This is an optimization exercise on Yosys and OpenROAD, whose aim is small area, not a production implementation.
At most, simulation tests tie the RTL to the original design; equivalence was not proved.

==> v36: inputs <==
## typing_test_top
module typing_test_top(
        input wire clk,
        input wire rst,  
        input wire [3:0] rows,
        output wire [3:0] cols,
        output wire [3:0] Anode_Activate,
        output wire [6:0] LED_out,
        output wire SSD_Anode_Activate,
        output wire [6:0] SSD_LED_out
    );
make LEC_CHECK=0 ABC_AREA=1 CAP_MARGIN=20 CORE_MARGIN=2 CORE_UTILIZATION=60 CTS_BUF_LIST=sky130_fd_sc_hd__clkbuf_4 SLEW_MARGIN=20 finish   # period 160.0 ns
run.sh (not shown) runs the stock make flow with config.mk's settings and CLKGATE_MAP_FILE= SYNTH_SCRIPT=/design/flow/synth_recipe.tcl, a recipe that flattens the netlist after the stock synthesis.
==> inputs of v35, as changes to v36 <==
--- a/flow/design.v
+++ b/flow/design.v
@@ -121,22 +121,20 @@
         else lfsr <= {lfsr[14:0], lfsr[15] ^ lfsr[13] ^ lfsr[12] ^ lfsr[10]};
     end
     reg [1:0] mode;          
     reg pm10;                
     reg [1:0] cdig;          
     reg [3:0] nw0, nw1, nw2, nw3;    
     reg [15:0] cw;           
     reg cw_rev;              
-    reg [3:0] rw0, rw1, rw2, rw3;    
     reg [3:0] acc_d1, acc_d2;        
     reg [3:0] at, ao;                
-    reg [15:0] cd;                   
+    reg [13:0] wc;                   
     reg [15:0] S;                    
-    reg nz;                          
     reg [15:0] E;
     reg [3:0] e_one, e_ten;          
     wire is_sel  = (mode == 2'd0);
     wire is_test = (mode == 2'd1);
     wire is_res  = mode[1];
     wire key_b = (dec == 4'hB);
     wire nw_zero = ~|{nw3, nw2, nw1, nw0};
     wire start = press && !key_b && is_sel && (dec == 4'hA) && !nw_zero;
@@ -146,17 +144,16 @@
             2'd0: cw_nib = cw[3:0];
             2'd1: cw_nib = cw[7:4];
             2'd2: cw_nib = cw[11:8];
             default: cw_nib = cw[15:12];
         endcase
     endfunction
     wire correct = (dec == mod10(cw_nib(cdig)));
     wire word_done = tpress && correct && (cdig == 2'd0);
-    wire last_word = ~|{rw3, rw2, rw1, rw0[3:1]} & rw0[0];
     wire tick = one_hz && is_test;
     wire [4:0] dlt_w = add20({16'd0, ao}, {16'hFFFF, ~acc_d2}, 1'b1);    
     wire o_lt = dlt_w[4];                        
     wire le6 = dlt_w[3] & (dlt_w[2] | dlt_w[1]);  
     wire [4:0] at_m = add20({16'd0, at}, {19'h7FFFF, 1'b1}, 1'b0);       
     reg [3:0] nd1, nd2;
     always @(*) begin
         if (at[3] & at[1]) begin                 
@@ -164,23 +161,21 @@
             nd2 = 4'd10;
         end else begin
             nd2 = ao;
             if (at == 4'd0 && o_lt) nd1 = le6 ? 4'd9 : 4'd8;
             else nd1 = o_lt ? at_m[3:0] : at;
         end
     end
     wire [15:0] S_inc = inc16(S);
-    wire [15:0] cd_inc = inc16(cd);
+    wire [15:0] wc_inc = inc16({2'd0, wc});
+    wire nz = (|wc) | ~&cdig;        
     wire [15:0] E_inc = inc16(E);
-    wire rz0 = ~|rw0, rz1 = ~|rw1, rz2 = ~|rw2;
-    wire [15:0] rd0 = ~inc16({12'd0, ~rw0});
-    wire [15:0] rd1 = ~inc16({12'd0, ~rw1});
-    wire [15:0] rd2 = ~inc16({12'd0, ~rw2});
-    wire [15:0] rd3 = ~inc16({12'd0, ~rw3});
+    wire [15:0] e_one_inc = inc16({12'd0, e_one});
+    wire [15:0] e_ten_inc = inc16({12'd0, e_ten});
     always @(posedge clk) begin
         if (rst) begin
             mode <= 2'd0;
             pm10 <= 1'b0;
             cdig <= 2'd3;
             {nw3, nw2, nw1, nw0} <= 16'd0;
         end else begin
             pm10 <= is_res;
@@ -192,51 +187,50 @@
                 end else if (is_sel) begin
                     if (start) begin
                         mode <= 2'd1;
                         cdig <= 2'd3;
                     end else begin
                         {nw3, nw2, nw1, nw0} <= {nw2, nw1, nw0, dec};
                     end
                 end else if (is_test && correct) begin
-                    cdig <= cdig - 2'd1;
-                    if (cdig == 2'd0 && last_word) mode <= 2'd2;
+                    cdig <= {cdig[1] ^ ~cdig[0], ~cdig[0]};
+                    if (cdig == 2'd0 && lastw) mode <= 2'd2;
                 end
             end
         end
     end
     reg [19:0] X;
     reg [3:0] vh, vo;
     reg [3:0] ch, co;        
     reg [2:0] p;             
-    reg [1:0] st;            
+    reg st;                  
     reg aj;                  
+    reg lj;                  
     reg wjp;                 
     reg job1;
-    wire running = aj || wjp;
-    reg [3:0] a;
-    always @(*) begin
-        case (p)
-            3'd0: a = nw3;
-            3'd1: a = nw2;
-            3'd2: a = nw1;
-            3'd3: a = nw0;
-            default: a = 4'd0;
-        endcase
-    end
-    wire st_add = st[0];
-    wire [15:0] dv = aj ? S : E;
-    wire [20:0] xs = add20(X, st_add ? {16'd0, a} : {4'hF, ~dv}, !st_add && (aj || job1));
+    reg lastw;
+    wire ax = aj || lj;
+    wire running = ax || wjp;
+    wire [1:0] ni = is_sel ? led_select : p[1:0];
+    wire [3:0] nwn = ni[1] ? (ni[0] ? nw0 : nw1) : (ni[0] ? nw2 : nw3);
+    wire [3:0] a = p[2] ? 4'd0 : nwn;
+    wire st_add = !st;
+    wire [15:0] dv = aj ? S : lj ? wc_inc : E;
+    wire [20:0] xs = add20(X, st_add ? {16'd0, a} : {4'hF, ~dv}, !st_add && (aj || (!lj && job1)));
     wire fits = xs[20];
+    wire fits_e = fits && !lj;
     wire p5 = p[2] & p[0];
-    wire m6 = p5 && !aj;
+    wire p3 = !p[2] & p[1] & p[0];
+    wire last = lj ? p3 : p5;
+    wire m6 = p[2] && !p[0] && !ax;      
     wire [20:0] xm = add20({2'd0, X[17:0]}, m6 ? {1'b0, X[17:0], 1'b0} : {X[17:0], 2'b00}, 1'b0);
     wire [19:0] xsc = {xm[18:0], 1'b0};
-    wire [3:0] uh = aj ? at : vh;
-    wire [3:0] uo = aj ? ao : vo;
+    wire [3:0] uh = vh;
+    wire [3:0] uo = vo;
     wire [20:0] uh10_w = add20({16'd0, uo}, {16'd0, uh[2:0], 1'b0}, 1'b0);
     wire [3:0] uh10 = {uh10_w[3] ^ uh[0], uh10_w[2:0]};                   
     reg [3:0] f6, g6;
     always @(*) begin
         case (uo)
             4'd0: begin f6 = 4'd0; g6 = 4'd0; end
             4'd1: begin f6 = 4'd0; g6 = 4'd6; end
             4'd2: begin f6 = 4'd1; g6 = 4'd2; end
@@ -254,161 +248,139 @@
     wire [3:0] uh6 = uh6_x[3:0];                                           
     wire uo9 = uo[3] & uo[0];
     wire [15:0] uh_inc = inc16({12'd0, uh});
     wire [15:0] uo_inc = inc16({12'd0, uo});
     reg [3:0] un_h, un_o;    
     always @(*) begin
         un_h = uh;
         un_o = uo;
-        if (st == 2'd0) begin
+        if (st && fits) begin
+            un_h = uo9 ? uh_inc[3:0] : uh;
+            un_o = uo9 ? 4'd0 : uo_inc[3:0];
+        end else if (st && !p5) begin
             if (m6) begin
                 un_h = uh6;
                 un_o = g6;
             end else begin
                 un_h = uh10;
                 un_o = 4'd0;
             end
-        end else if (st[1] && fits) begin
-            un_h = uo9 ? uh_inc[3:0] : uh;
-            un_o = uo9 ? 4'd0 : uo_inc[3:0];
         end
     end
-    wire done = running && st[1] && !fits && p5;
+    wire done = running && st && !fits_e && last;
     wire aj_done = done && aj;
-    wire wj_done = done && !aj;
+    wire lj_done = done && lj;
+    wire wj_done = done && !ax;
     wire init_aj = tpress && nz;
-    wire init_wj = start || (tick && !wjp && !aj) || (wj_done && (job1 || tick)) ||
-                   (aj_done && (wjp || tick));
+    wire init_lj = (tpress && !nz) || aj_done;
+    wire init_wj = start || (tick && !wjp && !ax) || (wj_done && (job1 || tick)) ||
+                   (lj_done && (wjp || tick));
     always @(posedge clk) begin
         if (start) begin
             ch <= 4'd0;
             co <= 4'd0;
             wjp <= 1'b1;
             job1 <= 1'b0;
         end else begin
             if (wj_done) begin
                 if (job1 || tick) begin
                     ch <= vh;
                     co <= vo;
                     job1 <= 1'b0;
-                end else wjp <= 1'b0;
+                end else if (!init_aj) wjp <= 1'b0;
+            end else if (init_aj) begin
+                wjp <= 1'b1;     
             end else if (tick) begin
                 if (wjp) job1 <= 1'b1;
                 else begin
                     ch <= vh;
                     co <= vo;
                     wjp <= 1'b1;
                 end
             end
         end
+        if (lj_done) lastw <= !fits;
         if (init_aj) begin
-            X <= {4'd0, cd};
+            X <= {4'd0, wc, ~cdig};
             p <= 3'd3;
-            st <= 2'd2;
-            aj <= 1'b1;
-        end else if (init_wj) begin
+            st <= 1'b1;
+        end else if (init_lj || init_wj) begin
             X <= 20'd0;
             p <= 3'd0;
-            st <= 2'd0;
+            st <= 1'b0;
+        end else begin
+            X <= (!st || fits_e) ? xs[19:0] : xsc;
+            if (!st) st <= 1'b1;
+            else if (!fits_e && !last) begin
+                p <= {p[2] | (p[1] & p[0]), p[1] ^ p[0], ~p[0]};
+                st <= 1'b0;
+            end
+        end
+        if (start) begin
             aj <= 1'b0;
-        end else if (running) begin
-            if (aj_done) aj <= 1'b0;
-            case (st)
-                2'd0: begin
-                    X <= xsc;
-                    st <= 2'd1;
-                end
-                2'd1: begin
-                    X <= xs[19:0];
-                    st <= 2'd2;
-                end
-                default: begin
-                    if (fits) X <= xs[19:0];
-                    else if (!p5) begin
-                        p <= p + 3'd1;
-                        st <= 2'd0;
-                    end
-                end
-            endcase
+            lj <= 1'b0;
+        end else begin
+            if (init_aj) aj <= 1'b1;
+            else if (aj_done) aj <= 1'b0;
+            if (init_lj) lj <= 1'b1;
+            else if (lj_done) lj <= 1'b0;
         end
-        if (init_wj) begin
+        if (init_wj || init_aj) begin
             vh <= 4'd0;
             vo <= 4'd0;
-        end else if (running && !aj) begin
+        end else if (running && !lj) begin
             vh <= un_h;
             vo <= un_o;
         end
         if (start) begin
             at <= 4'd10;
             ao <= 4'd0;
             acc_d1 <= 4'd0;
             acc_d2 <= 4'd0;
-            cd <= 16'd0;
-            S <= 16'd0;
-            nz <= 1'b0;
+            wc <= 14'd0;
+            S <= 16'hFFFF;
         end else if (tpress) begin
             acc_d1 <= nd1;
             acc_d2 <= nd2;
-            if (correct) begin
-                cd <= cd_inc;
-                nz <= 1'b1;
-            end
-            if (nz) begin
-                at <= 4'd0;
-                ao <= 4'd0;
-            end else begin
+            S <= S_inc;
+            if (correct && cdig == 2'd0) wc <= wc_inc[13:0];
+            if (!nz) begin
                 at <= 4'd10;
                 ao <= 4'd0;
-                S <= S_inc;
-            end
-        end else begin
-            if (aj) begin
-                at <= un_h;
-                ao <= un_o;
             end
-            if (aj_done) S <= S_inc;
+        end else if (aj_done) begin
+            at <= vh;
+            ao <= vo;
         end
     end
     always @(posedge clk) begin
         if (start || word_done) begin
             cw <= lfsr;
             cw_rev <= start;
         end
-        if (start) {rw3, rw2, rw1, rw0} <= {nw3, nw2, nw1, nw0};
-        else if (word_done) begin
-            rw0 <= rz0 ? 4'd9 : rd0[3:0];
-            if (rz0) begin
-                rw1 <= rz1 ? 4'd9 : rd1[3:0];
-                if (rz1) begin
-                    rw2 <= rz2 ? 4'd9 : rd2[3:0];
-                    if (rz2) rw3 <= rd3[3:0];
-                end
-            end
-        end
         if (start) begin
             E <= 16'd0;
             e_one <= 4'd0;
             e_ten <= 4'd0;
         end else if (tick) begin
             E <= E_inc;
-            if (e_one == 4'd9) begin
+            if (e_one[3] & e_one[0]) begin
                 e_one <= 4'd0;
-                e_ten <= e_ten + 4'd1;
-            end else e_one <= e_one + 4'd1;
+                e_ten <= e_ten_inc[3:0];
+            end else e_one <= e_one_inc[3:0];
         end
     end
     wire one_en = !pm10 && (cdig == 2'd3);
     wire two_en = !pm10 && cdig[1];
     wire three_en = |cdig;
     wire [1:0] ls = led_select;
     wire en = (ls == 2'd0) ? one_en : (ls == 2'd1) ? two_en : (ls == 2'd2) ? three_en : 1'b1;
     wire [1:0] ci = ~ls ^ {cw_rev, cw_rev};
     wire [3:0] cwn = ci[1] ? (ci[0] ? cw[15:12] : cw[11:8]) : (ci[0] ? cw[7:4] : cw[3:0]);
-    wire [3:0] nwn = ls[1] ? (ls[0] ? nw0 : nw1) : (ls[0] ? nw2 : nw3);
     wire [3:0] rsn = ls[1] ? (ls[0] ? co : ch) : (ls[0] ? e_one : e_ten);
     wire [3:0] dsel = mode[1] ? rsn : mode[0] ? mod10(cwn) : nwn;
     wire [3:0] bcd = en ? dsel : 4'd0;
     assign Anode_Activate = en ? ~(4'b1000 >> ls) : 4'b1111;
     reg [6:0] seg;
     always @(*) begin
         case (bcd)
             4'd1: seg = 7'b1001111;
==> flow/flow/run.sh (new file) <==
#!/bin/bash
# The standard layout (standard.sh), with two changes: the ports are buffered
# with the smallest buffer, and clock tree synthesis adds no dummy loads and
# builds its tree from clkbuf_8.
set -euo pipefail
export BUFFER_PORTS_ARGS="-buffer_cell sky130_fd_sc_hd__buf_1"
export CTS_ARGS="-sink_clustering_enable -repair_clock_nets -dont_use_dummy_load -buf_list sky130_fd_sc_hd__clkbuf_8"
bash standard.sh finish > standard.log 2>&1
==> flow/standard.sh (new file) <==
#!/bin/bash
# synth_recipe.tcl (not shown) runs the flow's synth.tcl, then flattens the netlist and writes it again
# the make line also repeats each setting of config.mk as NAME=value (left out here)
make -C /OpenROAD-flow-scripts/flow DESIGN_CONFIG=/design/flow/config.mk WORK_HOME=/design/flow/orfs CLKGATE_MAP_FILE= SYNTH_SCRIPT=/design/flow/synth_recipe.tcl "${@:-finish}"
ABC_AREA = 0   (was 1)
CTS_BUF_LIST = unset   (was sky130_fd_sc_hd__clkbuf_4)
removed: flow/run.sh
==> inputs of v14, as changes to v36 <==
ABC_AREA = unset   (was 1)
CORE_UTILIZATION = 40   (was 60)
CTS_BUF_LIST = unset   (was sky130_fd_sc_hd__clkbuf_4)
==> comparison <==
In v35 the utilization is higher than in v14, by 21 points.
First-iteration DRC count, highest first: v14, v36, v35.
In v36 the area after synthesis is smaller than in v14, by about 2%.
Die area: v14 is higher than v36 (about 50%).
No functional check of the RTL was part of v35.

==> re-timing with driven ports <==
The results above use ideal ports. As a check the final layouts listed here were re-extracted and re-timed, cells and wires unchanged. Step 1 assumes that a clkbuf_16 drives the clock port and a buf_2 every other input. Step 2 adds t to the input delays and takes it off the output delays; t is the mean of the earliest and latest rising clock arrival at the registers after step 1. Input paths then give back, and output paths get back, about the clock's delay inside the block. a / b / c = ideal ports / drivers / drivers and shift; a / b = the first two.
run | t, ns | slack for setup (ns) | worst hold slack (ns) | pins driven straight from the clock port
v36 | 0.714 | 122.923 / 122.880 / 123.595 | 0.422 / 0.422 / 0.422 | 1
v35 | 0.538 | 124.253 / 124.209 / 124.747 | 0.419 / 0.419 / 0.419 | 1
v14 | 0.591 | 123.417 / 123.365 / 123.957 | 0.419 / 0.419 / 0.419 | 1
After both steps setup and hold are still met in every run listed.
